What follows belongs to an exercise in optimizing a design on an open flow for small area, a short achievable clock period and few clock cycles; a production flow would make more cautious choices. In this exercise RTL edits were held to simulation tests only and were not proved equivalent to the original. Power and IR drop assume default switching activity.

Design rasterizer, start of the top module:
module rasterizer(
        input wire CLK,
        input wire RST,
        input wire START,
        output wire READY,
        input wire [15:0] V0X,
        input wire [15:0] V0Y,
        input wire [15:0] C0,
        input wire [15:0] V1X,
        input wire [15:0] V1Y,
        input wire [15:0] C1,
        input wire [15:0] V2X,
        input wire [15:0] V2Y,
        input wire [15:0] C2,
        output reg [15:0] COLOR,
        output reg [9:0] PX,
        output reg [7:0] PY,
        output reg VALID,
        output reg DONE
);
For scale: ~8600 cells after synthesis.
clock: 12.0 ns
lec_check: 0
cap_margin: 20
core_margin: 2
core_utilization: 40
slew_margin: 20
standard.sh (not shown) runs the stock make flow with config.mk's settings and CLKGATE_MAP_FILE= SYNTH_SCRIPT=/design/flow/synth_recipe.tcl, a recipe that flattens the netlist after the stock synthesis.
==> flow/flow/run.sh <==
#!/bin/bash
set -euo pipefail
bash standard.sh SETUP_SLACK_MARGIN=7 finish > standard.log 2>&1
The baseline completed without violations.
Testbench counts at the start, summed over its fixed seeds: cycles 25,312.
Then changed:
==> flow/flow/run.sh (replaced) <==
#!/bin/bash
set -euo pipefail
bash standard.sh SETUP_SLACK_MARGIN=7.5 finish > standard.log 2>&1
CORE_UTILIZATION = 55   (was 40)
CTS_BUF_LIST = sky130_fd_sc_hd__clkbuf_8   (was not set)
CTS_CLUSTER_SIZE = 24   (was not set)
Result: Utilization is higher by 18 points; via count is higher by 2.8%; setup slack gets better by 0.26 ns; hold slack is about the same; total power is higher by 0.97%; routed wire length is higher by 4.8%; design area is higher by 2.2%; clock-buffer cell count is higher by 55.

---

== alpha ==
rasterizer, a different RTL version from the one above (not shown whole).
Size in the first run: ~1200 flip-flops, roughly 180 I/O pins, roughly 0.087 mm2 of cells after synthesis.
Design rasterizer, start of the top module:
module rasterizer(
        input wire CLK,
        input wire RST,
        input wire START,
        output wire READY,
        input wire [15:0] V0X,
        input wire [15:0] V0Y,
        input wire [15:0] C0,
        input wire [15:0] V1X,
        input wire [15:0] V1Y,
        input wire [15:0] C1,
        input wire [15:0] V2X,
        input wire [15:0] V2Y,
        input wire [15:0] C2,
        output reg [15:0] COLOR,
        output reg [9:0] PX,
        output reg [7:0] PY,
        output reg VALID,
        output reg DONE
);
export LEC_CHECK = 0
export CAP_MARGIN = 20
export CORE_MARGIN = 2
export CORE_UTILIZATION = 40
export GPL_TIMING_DRIVEN = 0
export SLEW_MARGIN = 20
export TNS_END_PERCENT = 10
create_clock -name core_clock -period 12.0 [get_ports {CLK}]
==> flow/flow/run.sh <==
#!/bin/bash
set -euo pipefail
bash standard.sh SETUP_SLACK_MARGIN=7.5 finish > standard.log 2>&1
Testbench counts of alpha, summed over its fixed seeds: cycles 22,438.
Inputs modified between alpha and beta:
- a deleted GPL_TIMING_DRIVEN that had been 0
==> summary.txt <==
No stage failed in alpha, and the final checks on the layout all came back clean. Both conditions hold for beta: the flow ran to the end and the final layout passed the timing, DRC and antenna checks. Between alpha and beta, area added between synthesis and finish is lower for beta, alpha comes in above that. Taking alpha as the reference, in beta setup slack moved up; total power of the final layout moved down. On utilization: between alpha and beta, it ends up lower for beta. Relative to alpha, initial antenna violation count has decreased by 15 in beta. Synthesized cell count came out exactly the same in alpha and beta. met2 capacity usage during global routing in beta is 7.7 points lower than in alpha. beta: cell count 2.0% below alpha. Looking at worst reg-to-reg setup slack, beta sits 0.23 ns higher than alpha does.
Inputs modified between beta and gamma:
==> flow/flow/run.sh <==
#!/bin/bash
set -euo pipefail
bash standard.sh SETUP_SLACK_MARGIN=8 finish > standard.log 2>&1
Results
In gamma, the HPWL after detailed placement came out about 0.7% below the value in beta.
Global-route usage sits higher in gamma than in beta.
Per the comparison of gamma with beta, average routed wire per standard cell moved up, power drawn by the clock network moved up.

---

rasterizer with an RTL version that a note above also has.
Size: roughly 8,600 cells after synthesis, about 180 I/O pins, about 81,000 µm² of cells after synthesis.
==> flow/design.v (excerpt) <==
module rasterizer(
        input wire CLK,
        input wire RST,
        input wire START,
        output wire READY,
        input wire [15:0] V0X,
        input wire [15:0] V0Y,
        input wire [15:0] C0,
        input wire [15:0] V1X,
        input wire [15:0] V1Y,
        input wire [15:0] C1,
        input wire [15:0] V2X,
        input wire [15:0] V2Y,
        input wire [15:0] C2,
        output reg [15:0] COLOR,
        output reg [9:0] PX,
        output reg [7:0] PY,
        output reg VALID,
        output reg DONE
);
export LEC_CHECK = 0
export CAP_MARGIN = 20
export CORE_MARGIN = 2
export CORE_UTILIZATION = 40
export SLEW_MARGIN = 20
export TNS_END_PERCENT = 10
create_clock -name core_clock -period 12.0 [get_ports {CLK}]
==> flow/flow/run.sh <==
#!/bin/bash
set -euo pipefail
bash standard.sh SETUP_SLACK_MARGIN=7.5 finish > standard.log 2>&1
Testbench counts at the start, summed over its fixed seeds: cycles 25,312.
Next try:
--- a/flow/config.mk
+++ b/flow/config.mk
@@ -11,2 +11 @@
 export SLEW_MARGIN = 20
-export TNS_END_PERCENT = 10
Non-clock buffer count goes up by 82.
Combinational power stays flat.
Total power rises by 2.3%.
Wire length rose by about 0.7%.
Clock skew fell by 0.061 ns.

-- port drivers added, routing unchanged --
No port has a modelled driver above. Below, the same layouts with a new extraction and two added sets of constraints.
Step 1 sets driving cells, clkbuf_16 on the clock port and buf_2 on the other inputs (assumed; they add their load-dependent delay and slew).
Step 2 moves the port delays by t, midway between the first and last clock arrival at a register: inputs arrive t later, outputs are due t later. That takes back most of the time a late clock gives input paths.
a / b / c = ideal / step 1 / step 2; a / b = the first two.
run	shift t [ns]	slack for setup (ns)	worst register clock-pin slew, ns
the first run of note 1	0.897	7.069 / 7.069 / 7.069	0.07 / 0.07
the second run of note 1	1.003	7.333 / 7.333 / 7.333	0.07 / 0.07
alpha	0.897	7.051 / 7.051 / 7.051	0.07 / 0.07
beta	0.899	7.278 / 7.278 / 7.278	0.07 / 0.07
gamma	0.885	7.383 / 7.383 / 7.383	0.07 / 0.07
the first run of note 3	0.896	7.358 / 7.358 / 7.358	0.08 / 0.08
the second run of note 3	0.897	7.380 / 7.380 / 7.380	0.07 / 0.07
After both steps setup and hold are still met in every run listed.
